Background: an optimization exercise with open tools, aiming at small area, a short achievable clock period and few clock cycles per item. Do not read the settings as production practice. Only simulation tests tie the RTL to the original design; equivalence was not proved.

`design/flow/flow/run.sh`:
```
#!/bin/bash
# The standard layout (the standard.sh: standard synthesis, floorplan, place,
# CTS, route, finish) with two changes to how it is made:
#  - the repair steps aim at a setup slack margin of 6.8 ns instead of 0, so that
#    they also work on paths shorter than the clock period;
#  - the port buffers that the standard flow inserts are buf_2 cells.
# The constraints (constraint.sdc) are unchanged.
set -euo pipefail
bash standard.sh SETUP_SLACK_MARGIN=6.8 "BUFFER_PORTS_ARGS=-buffer_cell sky130_fd_sc_hd__buf_2" finish > standard.log 2>&1
```
`design/flow/standard.sh`:
```
#!/bin/bash
# synth_recipe.tcl (not shown) runs the flow's synth.tcl, then flattens the netlist and writes it again
# the make line also repeats each setting of config.mk as NAME=value (left out here)
make -C /OpenROAD-flow-scripts/flow DESIGN_CONFIG=/design/flow/config.mk WORK_HOME=/design/flow/orfs CLKGATE_MAP_FILE= SYNTH_SCRIPT=/design/flow/synth_recipe.tcl "${@:-finish}"
```
`design/flow/config.mk`:
```
export PLATFORM = sky130hd
export DESIGN_NAME = ntt_core
export DESIGN_NICKNAME = ntt_core
export VERILOG_FILES = /design/flow/design.v
export SDC_FILE = /design/flow/constraint.sdc
export NUM_CORES = 4
export LEC_CHECK = 0
export CAP_MARGIN = 20
export CORE_MARGIN = 2
export CORE_UTILIZATION = 40
export CTS_BUF_LIST = sky130_fd_sc_hd__clkbuf_8
export PLACE_DENSITY = 0.6
export SLEW_MARGIN = 20
export TNS_END_PERCENT = 10
```
`design/flow/constraint.sdc`:
```
create_clock -name core_clock -period 10.0 [get_ports {clk}]
set_input_delay 2.0000 -clock core_clock [delete_from_list [all_inputs] [get_ports {clk}]]
set_output_delay 2.0000 -clock core_clock [all_outputs]
set_load 0.01 [all_outputs]
```
`design/flow/design.v`:
```
`timescale 1ns / 1ps
module mod_add #(
    parameter WIDTH = 23
)(
    input  wire [WIDTH-1:0] a,
    input  wire [WIDTH-1:0] b,
    input  wire [WIDTH-1:0] q,
    output wire [WIDTH-1:0] res
);
    wire [WIDTH+1:0] x = {2'b0, a};
    wire [WIDTH+1:0] y = {2'b0, b};
    wire [WIDTH+1:0] z = ~{2'b0, q};                     
    wire [WIDTH+1:0] cs = x ^ y ^ z;
    wire [WIDTH+1:0] cc = (x & y) | (x & z) | (y & z);
    wire [WIDTH+1:0] sum = x + y;
    wire [WIDTH+1:0] red = cs + {cc[WIDTH:0], 1'b1};     
    assign res = red[WIDTH+1] ? sum[WIDTH-1:0] : red[WIDTH-1:0];
endmodule
`timescale 1ns / 1ps
module mod_sub #(
    parameter WIDTH = 23
)(
    input  wire [WIDTH-1:0] a,
    input  wire [WIDTH-1:0] b,
    input  wire [WIDTH-1:0] q,
    output wire [WIDTH-1:0] res
);
    wire [WIDTH+1:0] x = {2'b0, a};
    wire [WIDTH+1:0] y = ~{2'b0, b};                     
    wire [WIDTH+1:0] z = {2'b0, q};
    wire [WIDTH+1:0] cs = x ^ y ^ z;
    wire [WIDTH+1:0] cc = (x & y) | (x & z) | (y & z);
    wire [WIDTH+1:0] dif = x - {2'b0, b};
    wire [WIDTH+1:0] cor = cs + {cc[WIDTH:0], 1'b1};     
    assign res = dif[WIDTH+1] ? cor[WIDTH-1:0] : dif[WIDTH-1:0];
endmodule
`timescale 1ns / 1ps
module g1_rom(
    input  wire        clk,
    input  wire [7:0]  k,
    output reg  [22:0] z,
    output reg  [24:0] z3
);
    wire [22:0] zt0 =
        k[6] ?
            k[5] ?
                k[4] ?
                    (k[3] ? (k[2] ? (k[1] ? (k[0] ? 23'd645852 : 23'd6949313) : (k[0] ? 23'd1629220 : 23'd5722904)) : (k[1] ? (k[0] ? 23'd8344869 : 23'd3075597) : (k[0] ? 23'd4710889 : 23'd7777312))) : (k[2] ? (k[1] ? (k[0] ? 23'd1803100 : 23'd4110938) : (k[0] ? 23'd4713638 : 23'd5969615)) : (k[1] ? (k[0] ? 23'd160064 : 23'd5211196) : (k[0] ? 23'd8242533 : 23'd6613043))))
                  :
                    (k[3] ? (k[2] ? (k[1] ? (k[0] ? 23'd8246901 : 23'd5746653) : (k[0] ? 23'd539732 : 23'd2427131)) : (k[1] ? (k[0] ? 23'd1041205 : 23'd3014941) : (k[0] ? 23'd6318032 : 23'd876598))) : (k[2] ? (k[1] ? (k[0] ? 23'd2724820 : 23'd3078951) : (k[0] ? 23'd5268348 : 23'd4190295)) : (k[1] ? (k[0] ? 23'd1970211 : 23'd8004947) : (k[0] ? 23'd4452614 : 23'd369934))))
              :
                k[4] ?
                    (k[3] ? (k[2] ? (k[1] ? (k[0] ? 23'd6773559 : 23'd2573395) : (k[0] ? 23'd722827 : 23'd572134)) : (k[1] ? (k[0] ? 23'd144757 : 23'd7414660) : (k[0] ? 23'd3876817 : 23'd6251266))) : (k[2] ? (k[1] ? (k[0] ? 23'd8228267 : 23'd6595502) : (k[0] ? 23'd7145603 : 23'd1516428)) : (k[1] ? (k[0] ? 23'd5783208 : 23'd7468004) : (k[0] ? 23'd6201552 : 23'd4426025))))
                  :
                    (k[3] ? (k[2] ? (k[1] ? (k[0] ? 23'd884120 : 23'd4706889) : (k[0] ? 23'd5526218 : 23'd6279082)) : (k[1] ? (k[0] ? 23'd4351935 : 23'd6506489) : (k[0] ? 23'd2328044 : 23'd2272696))) : (k[2] ? (k[1] ? (k[0] ? 23'd1126296 : 23'd937227) : (k[0] ? 23'd301413 : 23'd6855356)) : (k[1] ? (k[0] ? 23'd7965277 : 23'd794849) : (k[0] ? 23'd6265959 : 23'd4624468))))
          :
            k[5] ?
                k[4] ?
                    (k[3] ? (k[2] ? (k[1] ? (k[0] ? 23'd3448184 : 23'd2819343) : (k[0] ? 23'd7589759 : 23'd3346691)) : (k[1] ? (k[0] ? 23'd7029453 : 23'd2260648) : (k[0] ? 23'd1670574 : 23'd1441970))) : (k[2] ? (k[1] ? (k[0] ? 23'd1905914 : 23'd6871435) : (k[0] ? 23'd7999772 : 23'd7356083)) : (k[1] ? (k[0] ? 23'd2725992 : 23'd7896224) : (k[0] ? 23'd4874454 : 23'd7378650))))
                  :
                    (k[3] ? (k[2] ? (k[1] ? (k[0] ? 23'd2666931 : 23'd5831596) : (k[0] ? 23'd7119494 : 23'd6914)) : (k[1] ? (k[0] ? 23'd7310896 : 23'd5932198) : (k[0] ? 23'd6344840 : 23'd2005723))) : (k[2] ? (k[1] ? (k[0] ? 23'd5523664 : 23'd715236) : (k[0] ? 23'd7653209 : 23'd4137859)) : (k[1] ? (k[0] ? 23'd5162816 : 23'd5030987) : (k[0] ? 23'd7856828 : 23'd6699798))))
              :
                k[4] ?
                    (k[3] ? (k[2] ? (k[1] ? (k[0] ? 23'd966259 : 23'd8371882) : (k[0] ? 23'd7823867 : 23'd7516345)) : (k[1] ? (k[0] ? 23'd5886079 : 23'd4334787) : (k[0] ? 23'd4591870 : 23'd683319))) : (k[2] ? (k[1] ? (k[0] ? 23'd2172826 : 23'd2493053) : (k[0] ? 23'd5759350 : 23'd1832143)) : (k[1] ? (k[0] ? 23'd1971164 : 23'd1503747) : (k[0] ? 23'd6549201 : 23'd6945356))))
                  :
                    (k[3] ? (k[2] ? (k[1] ? (k[0] ? 23'd3557091 : 23'd7191630) : (k[0] ? 23'd4037262 : 23'd6471454)) : (k[1] ? (k[0] ? 23'd6297595 : 23'd5548051) : (k[0] ? 23'd3490981 : 23'd7680160))) : (k[2] ? (k[1] ? (k[0] ? 23'd7792080 : 23'd3533777) : (k[0] ? 23'd3795857 : 23'd7267856)) : (k[1] ? (k[0] ? 23'd4140091 : 23'd4152377) : (k[0] ? 23'd4337571 : 23'd8191))));
    wire [22:0] zt1 =
        k[6] ?
            k[5] ?
                k[4] ?
                    (k[3] ? (k[2] ? (k[1] ? (k[0] ? 23'd822261 : 23'd5399788) : (k[0] ? 23'd6680880 : 23'd891563)) : (k[1] ? (k[0] ? 23'd4727692 : 23'd2913410) : (k[0] ? 23'd3477672 : 23'd7069894))) : (k[2] ? (k[1] ? (k[0] ? 23'd1417091 : 23'd7696111) : (k[0] ? 23'd8296669 : 23'd5974679)) : (k[1] ? (k[0] ? 23'd4038431 : 23'd572058) : (k[0] ? 23'd1321441 : 23'd2547668))))
                  :
                    (k[3] ? (k[2] ? (k[1] ? (k[0] ? 23'd598128 : 23'd621475) : (k[0] ? 23'd7543492 : 23'd5889224)) : (k[1] ? (k[0] ? 23'd6681876 : 23'd5528863) : (k[0] ? 23'd4979239 : 23'd3059983))) : (k[2] ? (k[1] ? (k[0] ? 23'd8152187 : 23'd412555) : (k[0] ? 23'd194510 : 23'd4341843)) : (k[1] ? (k[0] ? 23'd1048079 : 23'd3854033) : (k[0] ? 23'd3264115 : 23'd3202193))))
              :
                k[4] ?
                    (k[3] ? (k[2] ? (k[1] ? (k[0] ? 23'd7378455 : 23'd2497089) : (k[0] ? 23'd1672764 : 23'd5681279)) : (k[1] ? (k[0] ? 23'd2346511 : 23'd8252630) : (k[0] ? 23'd7922431 : 23'd5264279))) : (k[2] ? (k[1] ? (k[0] ? 23'd1454394 : 23'd5319963) : (k[0] ? 23'd5899061 : 23'd1706095)) : (k[1] ? (k[0] ? 23'd6039471 : 23'd1199658) : (k[0] ? 23'd1919807 : 23'd6936100))))
                  :
                    (k[3] ? (k[2] ? (k[1] ? (k[0] ? 23'd7865632 : 23'd4846089) : (k[0] ? 23'd8078519 : 23'd3743225)) : (k[1] ? (k[0] ? 23'd2762585 : 23'd127680) : (k[0] ? 23'd8178470 : 23'd3338013))) : (k[2] ? (k[1] ? (k[0] ? 23'd4998893 : 23'd397199) : (k[0] ? 23'd410718 : 23'd8301507)) : (k[1] ? (k[0] ? 23'd1355859 : 23'd2221075) : (k[0] ? 23'd5879857 : 23'd2829165))))
          :
            k[5] ?
                k[4] ?
                    (k[3] ? (k[2] ? (k[1] ? (k[0] ? 23'd2385895 : 23'd6242666) : (k[0] ? 23'd5125748 : 23'd457423)) : (k[1] ? (k[0] ? 23'd3418119 : 23'd7359120) : (k[0] ? 23'd3750689 : 23'd5267893))) : (k[2] ? (k[1] ? (k[0] ? 23'd5661276 : 23'd2966326) : (k[0] ? 23'd3162675 : 23'd6132153)) : (k[1] ? (k[0] ? 23'd1826286 : 23'd6012205) : (k[0] ? 23'd5272939 : 23'd3790019))))
                  :
                    (k[3] ? (k[2] ? (k[1] ? (k[0] ? 23'd7237774 : 23'd7059465) : (k[0] ? 23'd2032069 : 23'd3739825)) : (k[1] ? (k[0] ? 23'd2343095 : 23'd7426014) : (k[0] ? 23'd1691161 : 23'd4637696))) : (k[2] ? (k[1] ? (k[0] ? 23'd3601357 : 23'd5126575) : (k[0] ? 23'd7408177 : 23'd4606122)) : (k[1] ? (k[0] ? 23'd7946505 : 23'd3121527) : (k[0] ? 23'd3994353 : 23'd3781677))))
              :
                k[4] ?
                    (k[3] ? (k[2] ? (k[1] ? (k[0] ? 23'd1007793 : 23'd1798979) : (k[0] ? 23'd4876639 : 23'd2137261)) : (k[1] ? (k[0] ? 23'd2003160 : 23'd6223809) : (k[0] ? 23'd4347790 : 23'd7838993))) : (k[2] ? (k[1] ? (k[0] ? 23'd4254660 : 23'd4124652) : (k[0] ? 23'd6118482 : 23'd2046968)) : (k[1] ? (k[0] ? 23'd2718688 : 23'd4617553) : (k[0] ? 23'd7958480 : 23'd6843584))))
                  :
                    (k[3] ? (k[2] ? (k[1] ? (k[0] ? 23'd550275 : 23'd2780222) : (k[0] ? 23'd4248338 : 23'd5754661)) : (k[1] ? (k[0] ? 23'd2674846 : 23'd4449683) : (k[0] ? 23'd1985283 : 23'd4370778))) : (k[2] ? (k[1] ? (k[0] ? 23'd7816947 : 23'd1582918) : (k[0] ? 23'd86223 : 23'd2317728)) : (k[1] ? (k[0] ? 23'd138401 : 23'd4914925) : (k[0] ? 23'd2723744 : 23'd5978406))));
    reg  [22:0] zr0, zr1;
    reg         zh;
    wire [22:0] zs = zh ? zr1 : zr0;
    always @(posedge clk) begin
        zr0 <= zt0;
        zr1 <= zt1;
        zh  <= k[7];
        z   <= zs;
        z3  <= {2'b0, zs} + {1'b0, zs, 1'b0};
    end
endmodule
`timescale 1ns / 1ps
module mont_mul (
    input  wire        clk,
    input  wire [39:0] ad,       
    input  wire [22:0] b,
    input  wire [24:0] b3,       
    output reg  [22:0] res
);
    localparam [23:0] Q = 24'd8380417;
    localparam [45:0] K = 46'h36DB6E000000;
    wire [45:0] row [0:8];
    wire [7:0]  neg = ad[39:32];
    genvar i;
    generate
        for (i = 0; i < 8; i = i + 1) begin : g_pp
            wire [24:0] mag = ({25{ad[i]}}    & {2'b0, b})       |
                              ({25{ad[8+i]}}  & {1'b0, b, 1'b0}) |
                              ({25{ad[16+i]}} & b3)              |
                              ({25{ad[24+i]}} & {b, 2'b0});
            wire [24:0] y = mag ^ {25{neg[i]}};
            wire [25:0] r = {~neg[i], y};
            if (i == 0) begin : g_r0
                assign row[i] = {20'd0, r};
            end else begin : g_ri
                wire [46+3*i:0] sh = {20'd0, r, 2'b0, neg[i-1], {(3*i-3){1'b0}}};
                assign row[i] = sh[45:0];
            end
        end
    endgenerate
    assign row[8] = K | ({45'd0, neg[7]} << 21);
    function [91:0] csa(input [45:0] x, input [45:0] y, input [45:0] z);
        reg [45:0] s, c;
        begin
            s = x ^ y ^ z;
            c = (x & y) | (x & z) | (y & z);
            csa = {s, c[44:0], 1'b0};
        end
    endfunction
    wire [91:0] l1a = csa(row[0], row[1], row[2]);
    wire [91:0] l1b = csa(row[3], row[4], row[5]);
    wire [91:0] l1c = csa(row[6], row[7], row[8]);
    wire [91:0] l2a = csa(l1a[91:46], l1a[45:0], l1b[91:46]);
    wire [91:0] l2b = csa(l1b[45:0], l1c[91:46], l1c[45:0]);
    wire [91:0] l3a = csa(l2a[91:46], l2a[45:0], l2b[91:46]);
    wire [91:0] l4a = csa(l3a[91:46], l3a[45:0], l2b[45:0]);
    reg [45:0] ps, pc;
    always @(posedge clk) begin
        ps <= l4a[91:46];
        pc <= l4a[45:0];
    end
    wire [45:0] p   = ps + pc;
    wire [22:0] lo  = p[22:0];
    wire [10:0] shc = {1'b0, lo[22:13]} + {1'b0, lo[9:0]};
    reg [22:0] hi_r, s_r;
    reg        e_r;
    always @(posedge clk) begin
        hi_r <= p[45:23];
        s_r  <= {shc[9:0], lo[12:0]};
        e_r  <= shc[10] & (lo[9:0] != 10'd0);
    end
    function [49:0] csa25(input [24:0] x, input [24:0] y, input [24:0] z);
        reg [24:0] c;
        begin
            c = (x & y) | (x & z) | (y & z);
            csa25 = {x ^ y ^ z, c[23:0], 1'b0};
        end
    endfunction
    wire [49:0] u1 = csa25({2'd0, hi_r}, {12'd0, s_r[22:10]}, ~{2'd0, s_r});
    wire [24:0] uc = {u1[24:1], e_r};
    wire [25:0] u  = {u1[49:25], 1'b1} + {uc, 1'b1};
    reg  [24:0] u_r;
    always @(posedge clk) u_r <= u[25:1];
    wire [24:0] v  = u_r + {2'd0, Q[22:0]};
    always @(posedge clk) res <= u_r[24] ? v[22:0] : u_r[22:0];
endmodule
`timescale 1ns / 1ps
module ntt_core #(
    parameter WIDTH = 24
)(
    input  wire          clk,
    input  wire          rst_n,
    input  wire          start,
    output reg           done,
    output reg  [7:0]    ram_addr_a,
    output reg           ram_we_a,
    output wire [WIDTH-1:0] ram_wdata_a,
    input  wire [WIDTH-1:0] ram_rdata_a,
    output reg  [7:0]    ram_addr_b,
    output reg           ram_we_b,
    output wire [WIDTH-1:0] ram_wdata_b,
    input  wire [WIDTH-1:0] ram_rdata_b
);
    localparam [22:0] Q = 23'd8380417;
    localparam [10:0] LAST    = 11'd1039;    
    localparam [1:0] S_IDLE = 2'd0, S_RUN = 2'd1, S_DONE = 2'd2;
    reg [1:0]  state;
    function [7:0] arr(input [7:0] G, input [1:0] t);
        reg [5:0] n;
        begin
            n = G[5:0];
            case (G[7:6])
                2'd0: arr = {t, n};
                2'd1: arr = {n[5], n[4], t, n[3], n[0], n[2], n[1]};
                2'd2: arr = {n[5], n[4], n[3], n[0], t, n[2], n[1]};
                default: arr = {n[5], n[0], n[4], n[3], n[2], n[1], t};
            endcase
        end
    endfunction
    function [7:0] maddr(input [2:0] s, input [7:0] j);
        begin
            case (s)
                3'd0: maddr = j;
                3'd1: maddr = {j[6], j[0], j[5], j[4], j[3], j[2], j[1], j[7]};
                3'd2: maddr = {j[6], j[0], j[4], j[2], j[3], j[5], j[1], j[7]};
                3'd3: maddr = {j[6], j[0], j[2], j[3], j[4], j[5], j[1], j[7]};
                default: maddr = {j[0], j[1], j[2], j[3], j[4], j[5], j[6], j[7]};
            endcase
        end
    endfunction
    function [7:0] zk1(input [7:0] G);
        reg [7:0] j;
        begin
            j = arr(G, 2'd0);
            case (G[7:6])
                2'd0: zk1 = 8'd1;
                2'd1: zk1 = {5'd0, 1'b1, j[7:6]};
                2'd2: zk1 = {3'd0, 1'b1, j[7:4]};
                default: zk1 = {1'b0, 1'b1, j[7:2]};
            endcase
        end
    endfunction
    reg  [10:0] cx;
    reg  [8:0]  kq0;
    wire [8:0]  kq1   = kq0 - 9'd1;
    wire [8:0]  kq2   = kq0 - 9'd2;
    wire [8:0]  kq3   = kq0 - 9'd3;
    wire [8:0]  kq4   = kq0 - 9'd4;
    wire        run   = (state == S_RUN);
    wire [1:0]  xph   = run ? cx[1:0] : 2'd1;
    wire        xrd   = (xph == 2'd1) || (xph == 2'd2);
    wire [8:0]  gA    = !run ? 9'd0 : xrd ? kq1 : kq4;
    wire [8:0]  gB    = !run ? 9'd0 : xrd ? kq0 : kq4;
    wire [1:0]  tA    = {xph == 2'd3, xph == 2'd2};
    wire [1:0]  tB    = {xph != 2'd0, xph != 2'd1};
    wire        wr    = !xrd && !kq4[8];
    reg  [7:0]  jA, jB;
    reg  [2:0]  jsA, jsB;
    reg         jwe;
    always @(posedge clk or negedge rst_n) begin
        if (!rst_n) begin
            jwe        <= 1'b0;
            ram_we_a   <= 1'b0;
            ram_we_b   <= 1'b0;
        end else begin
            jwe        <= run && wr;
            ram_we_a   <= jwe && run;
            ram_we_b   <= jwe && run;
        end
    end
    always @(posedge clk) begin
        ram_addr_a <= maddr(jsA, jA);
        ram_addr_b <= maddr(jsB, jB);
        jA  <= arr(gA[7:0], tA);
        jB  <= arr(gB[7:0], tB);
        jsA <= {1'b0, gA[7:6]} + {2'b0, !xrd};
        jsB <= {1'b0, gB[7:6]} + {2'b0, !xrd};
    end
    always @(posedge clk or negedge rst_n) begin
        if (!rst_n) begin
            state <= S_IDLE;
            cx    <= 11'd2;
            kq0   <= 9'd0;
            done  <= 1'b0;
        end else begin
            case (state)
                S_IDLE: begin
                    done <= 1'b0;
                    cx   <= 11'd2;
                    kq0  <= 9'd0;
                    if (start) state <= S_RUN;
                end
                S_RUN: begin
                    cx <= cx + 11'd1;
                    if (cx[1:0] == 2'd3) begin
                        kq0 <= kq0 + 9'd1;
                    end
                    if (cx == LAST + 11'd2) begin
                        state <= S_DONE;
                        done  <= 1'b1;
                    end
                end
                default: begin
                    cx   <= 11'd2;
                    kq0  <= 9'd0;
                    if (!start) begin
                        state <= S_IDLE;
                        done  <= 1'b0;
                    end
                end
            endcase
        end
    end
    reg  [8:0]  zg;
    reg  [1:0]  zp;
    always @(posedge clk) begin
        zg <= (xph == 2'd0) ? kq3 : (xph == 2'd1) ? kq2 : kq0;
        zp <= xph + 2'd1;
    end
    wire [7:0]  z1k  = zk1(zg[7:0]);
    reg  [7:0]  zidx;
    always @(posedge clk)
        zidx <= (zp == 2'd1) ? {z1k[6:0], 1'b1} : (zp == 2'd2) ? {z1k[6:0], 1'b0} : z1k;
    wire [22:0] zv;
    wire [24:0] zv3;
    g1_rom u_rom (.clk(clk), .k(zidx), .z(zv), .z3(zv3));
    reg [3:0] ph;
    always @(posedge clk or negedge rst_n) begin
        if (!rst_n)
            ph <= 4'b0001;
        else if (state != S_RUN)
            ph <= 4'b0001;
        else
            ph <= {ph[2:0], ph[3]};
    end
    reg [22:0] rA, rB;
    reg [22:0] H3, H0a, H0b, H2a, H2b;
    reg [39:0] mad;
    reg [22:0] bu;
    reg [22:0] wdA, wdB;
    assign ram_wdata_a = {1'b0, wdA};
    assign ram_wdata_b = {1'b0, wdB};
    always @(posedge clk) begin
        rA <= ram_rdata_a[22:0];
        rB <= ram_rdata_b[22:0];
        if (ph[2]) H3 <= wdB;                
        if (ph[1]) begin
            H0a <= wdA;                      
            H0b <= H0a;
            H2a <= wdB;                      
            H2b <= H2a;
        end
    end
    wire [22:0] mopn = ({23{ph[3]}} & rB) | ({23{ph[0]}} & rB) |
                       ({23{ph[1]}} & H3) | ({23{ph[2]}} & wdA);
    wire [24:0] mx = {1'b0, mopn, 1'b0};
    reg  [39:0] menc;
    reg  [2:0]  my;
    integer di;
    always @(*) begin
        for (di = 0; di < 8; di = di + 1) begin
            my = {mx[3*di+2], mx[3*di+1], mx[3*di]} ^ {3{mx[3*di+3]}};
            menc[di]    = ~my[2] & (my[1] ^ my[0]);
            menc[8+di]  = (~my[2] & my[1] & my[0]) | (my[2] & ~my[1] & ~my[0]);
            menc[16+di] = my[2] & (my[1] ^ my[0]);
            menc[24+di] = my[2] & my[1] & my[0];
            menc[32+di] = mx[3*di+3];
        end
    end
    always @(posedge clk) begin
        mad <= menc;
        bu  <= ({23{ph[3]}} & rA)  | ({23{ph[0]}} & rA) |
               ({23{ph[1]}} & H2b) | ({23{ph[2]}} & H0b);
    end
    wire [22:0] mp;
    mont_mul u_mul (.clk(clk), .ad(mad), .b(zv), .b3(zv3), .res(mp));
    wire [22:0] bsum, bdif;
    mod_add #(.WIDTH(23)) u_add (.a(bu), .b(mp), .q(Q), .res(bsum));
    mod_sub #(.WIDTH(23)) u_sub (.a(bu), .b(mp), .q(Q), .res(bdif));
    always @(posedge clk) begin
        wdA <= bsum;
        wdB <= bdif;
    end
endmodule
```
==> summary.md <==
| Metric | Value |
|---|---|
| Number of synthesized flops with an enable pin | `between 100 and 150` |
| Worst skew pair latency | `approximately 0.79 ns` |
| Worst min-delay path category | `reg2reg` |
| Synth Register Bits | `approximately 630` |
| Largest area contributor in the netlist | `dfxtp_1` |
| Slowest stage cell, crit path | `o21ai_0` |
| Vias | `~40000` |
| Final period util | `a little over a third` |
| Yosys warns | `3` |
| Gate Count Post-Synth | `just over 5000` |
| Post-synthesis async set-or-reset flop share | `4.62%` |
| Path type of the worst setup path | `reg2reg` |
| Reg clk slew, reported paths | `approximately 0.06 ns` |
| Total wire length | `about 170 mm` |
| TritonCTS clock tree | `done` |
| Worst Reg-to-Reg Cells | `7` |
| Die span in y | `between 300 and 400 µm` |
| Register area | `between 10000 and 15000 µm²` |
| Antenna violations before repair | `7` |
| Worst R2R End | `u_rom.zr1[5]` |
| Max Clk Rate | `0.283 GHz` |
| Layout Cells excl Fill | `about 6600` |
| Critical-path maximum fanout | `61` |
| Avg WL per Cell | `about 25 µm` |
| Gr ovfl total | `0` |
| Max cap viols | `0` |
| HP Start | `zidx[7]` |
| Max-slew headroom | `approximately an eighth` |
| Period minus WS final | `roughly 3.5 ns` |
| Top FF cell, synth | `dfxtp_1` |
| CP endpoint kind | `flop` |
| Crit-path leading delay family | `buffers and inverters` |
| WHS Path Cells | `0` |
| Area of the multi-input gates | `29300 µm²` |
| Initial core utilization | `about two fifths` |
| Placer Congestion | `between 1 and 1.5` |
| CP Launch Type | `flop` |
| Full die area | `roughly 110000 µm²` |
| Commonest cells post-synth | `dfxtp_1 (484), inv_1 (406), nand2_1 (363), ha_1 (345), xnor2_1 (341)` |
| CP required | `10.67 ns` |
| CTS Buf Count | `around 110` |
| RSZ-0062 raised after global routing | `yes` |
| Cell with the most instances after synthesis | `dfxtp_1` |
| Max clock buf depth | `3` |
| Layout cell share with drive strength beyond 1 | `roughly 17%` |
| TritonRoute pass-1 iters | `8` |
| Buf/Inv on CP | `4` |
| Most frequent CP cell | `buf_6` |
| Top post-synthesis cells by area | `dfxtp_1 (22%), ha_1 (9.6%), edfxtp_1 (7.7%)` |
| CTS sink count | `about 630` |
| Core ar. | `about 110000 µm²` |
| Io pins | `roughly 120` |
| Nets | `5600` |
| Largest net degree at the start of global routing | `208` |
| Total track usage | `between 20 and 30%` |
| WHS | `around 0.32 ns` |
| Final setup viols | `0` |
| Core Rows | `about 120` |
| Worst-margin pin slew | `approximately 1.3 ns` |
| Area grow syn2layout | `14.3%` |
| Mean Syn Cell Area | `roughly 8.9 µm²` |
| Reg2Reg Setup Slack | `6.47 ns` |
| Worst clock skew | `slightly above 0.06 ns` |
| DRC violations left | `0` |
| CP max stage delay | `approximately 0.79 ns` |
| Final Hold Violating Endpoints | `0` |
| Sequential share of the synthesized area | `a little under a third` |
| Status | `no timing/DRC/antenna violations` |
| Fill count | `10648` |
| Post-route ant nets | `0` |
| Worst r2r src | `zidx[3]` |
| Setup TNS | `0 ns` |
| Min-Delay Endpoint | `u_rom.zh` |
| Depth of the CTS H-tree | `3` |
| Vias/cell | `~6` |
| Crit path cell chain | `buf_12 > inv_2 > buf_6 > buf_6 > mux2_2 > o21ai_0 > mux4_2` |
| PortBufs | `about 110` |
| DR iter-0 viols | `5076` |
| Vias in the first global route | `37794` |
| DP HPWL | `approximately 120 mm` |
| Inst Count DP | `about 6300` |
| Mapped Area | `around 45000 µm²` |
| Top cell type's share of synthesized area | `~22%` |
| First-pass GRT wire length | `243 mm` |
| Die width | `between 300 and 400 µm` |
| Netlist cell types | `a little under 100` |
| Clock root cell | `clkbuf_8` |
| Final Max Slew Viols | `0` |
| Crit path arrival time | `roughly 4.2 ns` |
per-layer routing:
| layer | part of all wire, % | global-route usage [%] | vias to the layer above |
|---|---|---|---|
| li1 | - | - | 18060 |
| met1 | 41 | 36.0 | 19068 |
| met2 | 44 | 42.9 | 2078 |
| met3 | 9.1 | 5.19 | 527 |
| met4 | 5.8 | 14.9 | 4 |
| met5 | 0.014 | 0 | - |
layout by cell type, fill, tap and decap left out, types with 46 or more instances in the layout:
cell        n
nor3_1     65
nand3_1    92
xor2_1     76
a22oi_1    46
edfxtp_1  115
a222oi_1   57
a21oi_1   305
fa_1      152
buf_4     129
nand2_1   344
clkbuf_8  127
ha_1      297
a211oi_1   58
buf_2     113
dfxtp_1   374
a221oi_1  173
xnor2_1   338
inv_1     407
nor2_1    322
a22o_1    160
a31oi_1    50
o21ai_0   248
a21o_1     70
dfxtp_2    80
worst max-delay path by stage:
stage,end,slack (ns),cells past startpoint,from
final,u_rom.zr1[5],6.47,7,zidx[3]
after CTS,ram_we_b,6.58,1,ram_we_b
after floorplan,u_mul.u_r[22],6.61,15,u_mul.s_r[10]
after detailed placement,u_rom.zr1[0],5.23,10,zidx[0]
after global placement,u_rom.zr1[0],5.20,10,zidx[0]
after global routing,wdB[22],6.48,14,u_mul.res[4]
timing repair:
item | in CTS | in global routing
pin swaps | 47 | 93
gates resized for setup | 288 | 202
hold buffers | 0 | 0
gates cloned | 6 | 2
setup endpoints to repair | 273 | 251
buffers inserted | 35 | 44
cell families after synthesis:
logic type,Yosys count,share of synthesized area [%]
compound gates,1543,24.1
xor+xnor,418,8.16
fa+ha+maj,513,17.1
buf+inv,818,6.95
flops,628,30.9
mux,81,2.38
other cells,1,0.00836
simple gates,1050,10.4
metrics by stage:
| step | instance area, µm² | utilization [%] | setup slack [ns] |
|---|---|---|---|
| after global routing | 51300 | 46.2 | 6.48 |
| after detailed placement | 46400 | 41.8 | 5.23 |
| after global placement | 46400 | 41.8 | 5.20 |
| final | 51300 | 46.2 | 6.47 |
| after floorplan | 45000 | - | 6.61 |
| after CTS | 50100 | 45.1 | 6.58 |
worst reg2reg max path: cells and delay by family (launching register included):
family | cells | cell delay (ns)
mux | 2 | 0.84
buf+inv | 4 | 1.32
compound gates | 1 | 0.79
flops | 1 | 0.47
layout make-up:
type	count	area share, %
clock inverters	70	1.22
clock buffers	126	3.38
multi-input cells	3612	57.2
well taps	1488	3.63
inverters	420	3.15
repair buffers	269	3.89
diodes	4	0.0195
flip-flops and latches	628	27.5
state kept, by name (all words and copies together), names as in the netlist, 11 cells and up:
register	count
u_mul.ps	46
u_mul.pc	40
mad	39
u_mul.u_r	24
u_rom.z3	24
H0a	23
H0b	23
H2a	23
H2b	23
H3	23
bu	23
rA	23
rB	23
u_mul.hi_r	23
u_mul.res	23
u_mul.s_r	23
u_rom.z	23
u_rom.zr0	23
u_rom.zr1	23
wdA	23
wdB	23
cx	11
Testbench counts, summed over its fixed seeds: cycles 25,008, transforms 24.

==> afterwards: timing with drivers on the ports <==
No port has a modelled driver above. Below, the same layout with a new extraction and two added sets of constraints.
Step 1, drivers: a clkbuf_16 drives clk and a buf_2 each remaining input, both assumed.
Step 2 also shifts input and output timing later by t, the mid clock arrival at the registers, as if the neighbouring blocks saw the same clock.
Slacks: ideal / step 1 / step 2; pairs: ideal / step 1.
shift t [ns]: 0.834
slack for setup (ns): 6.469 / 6.469 / 6.469
worst setup path after step 2: register to register
pins driven straight from the clock port: 1
After both steps setup and hold are still met in this run. For this run, drivers alone change the setup slack by 0.000 ns; drivers and shift together by 0.000 ns.
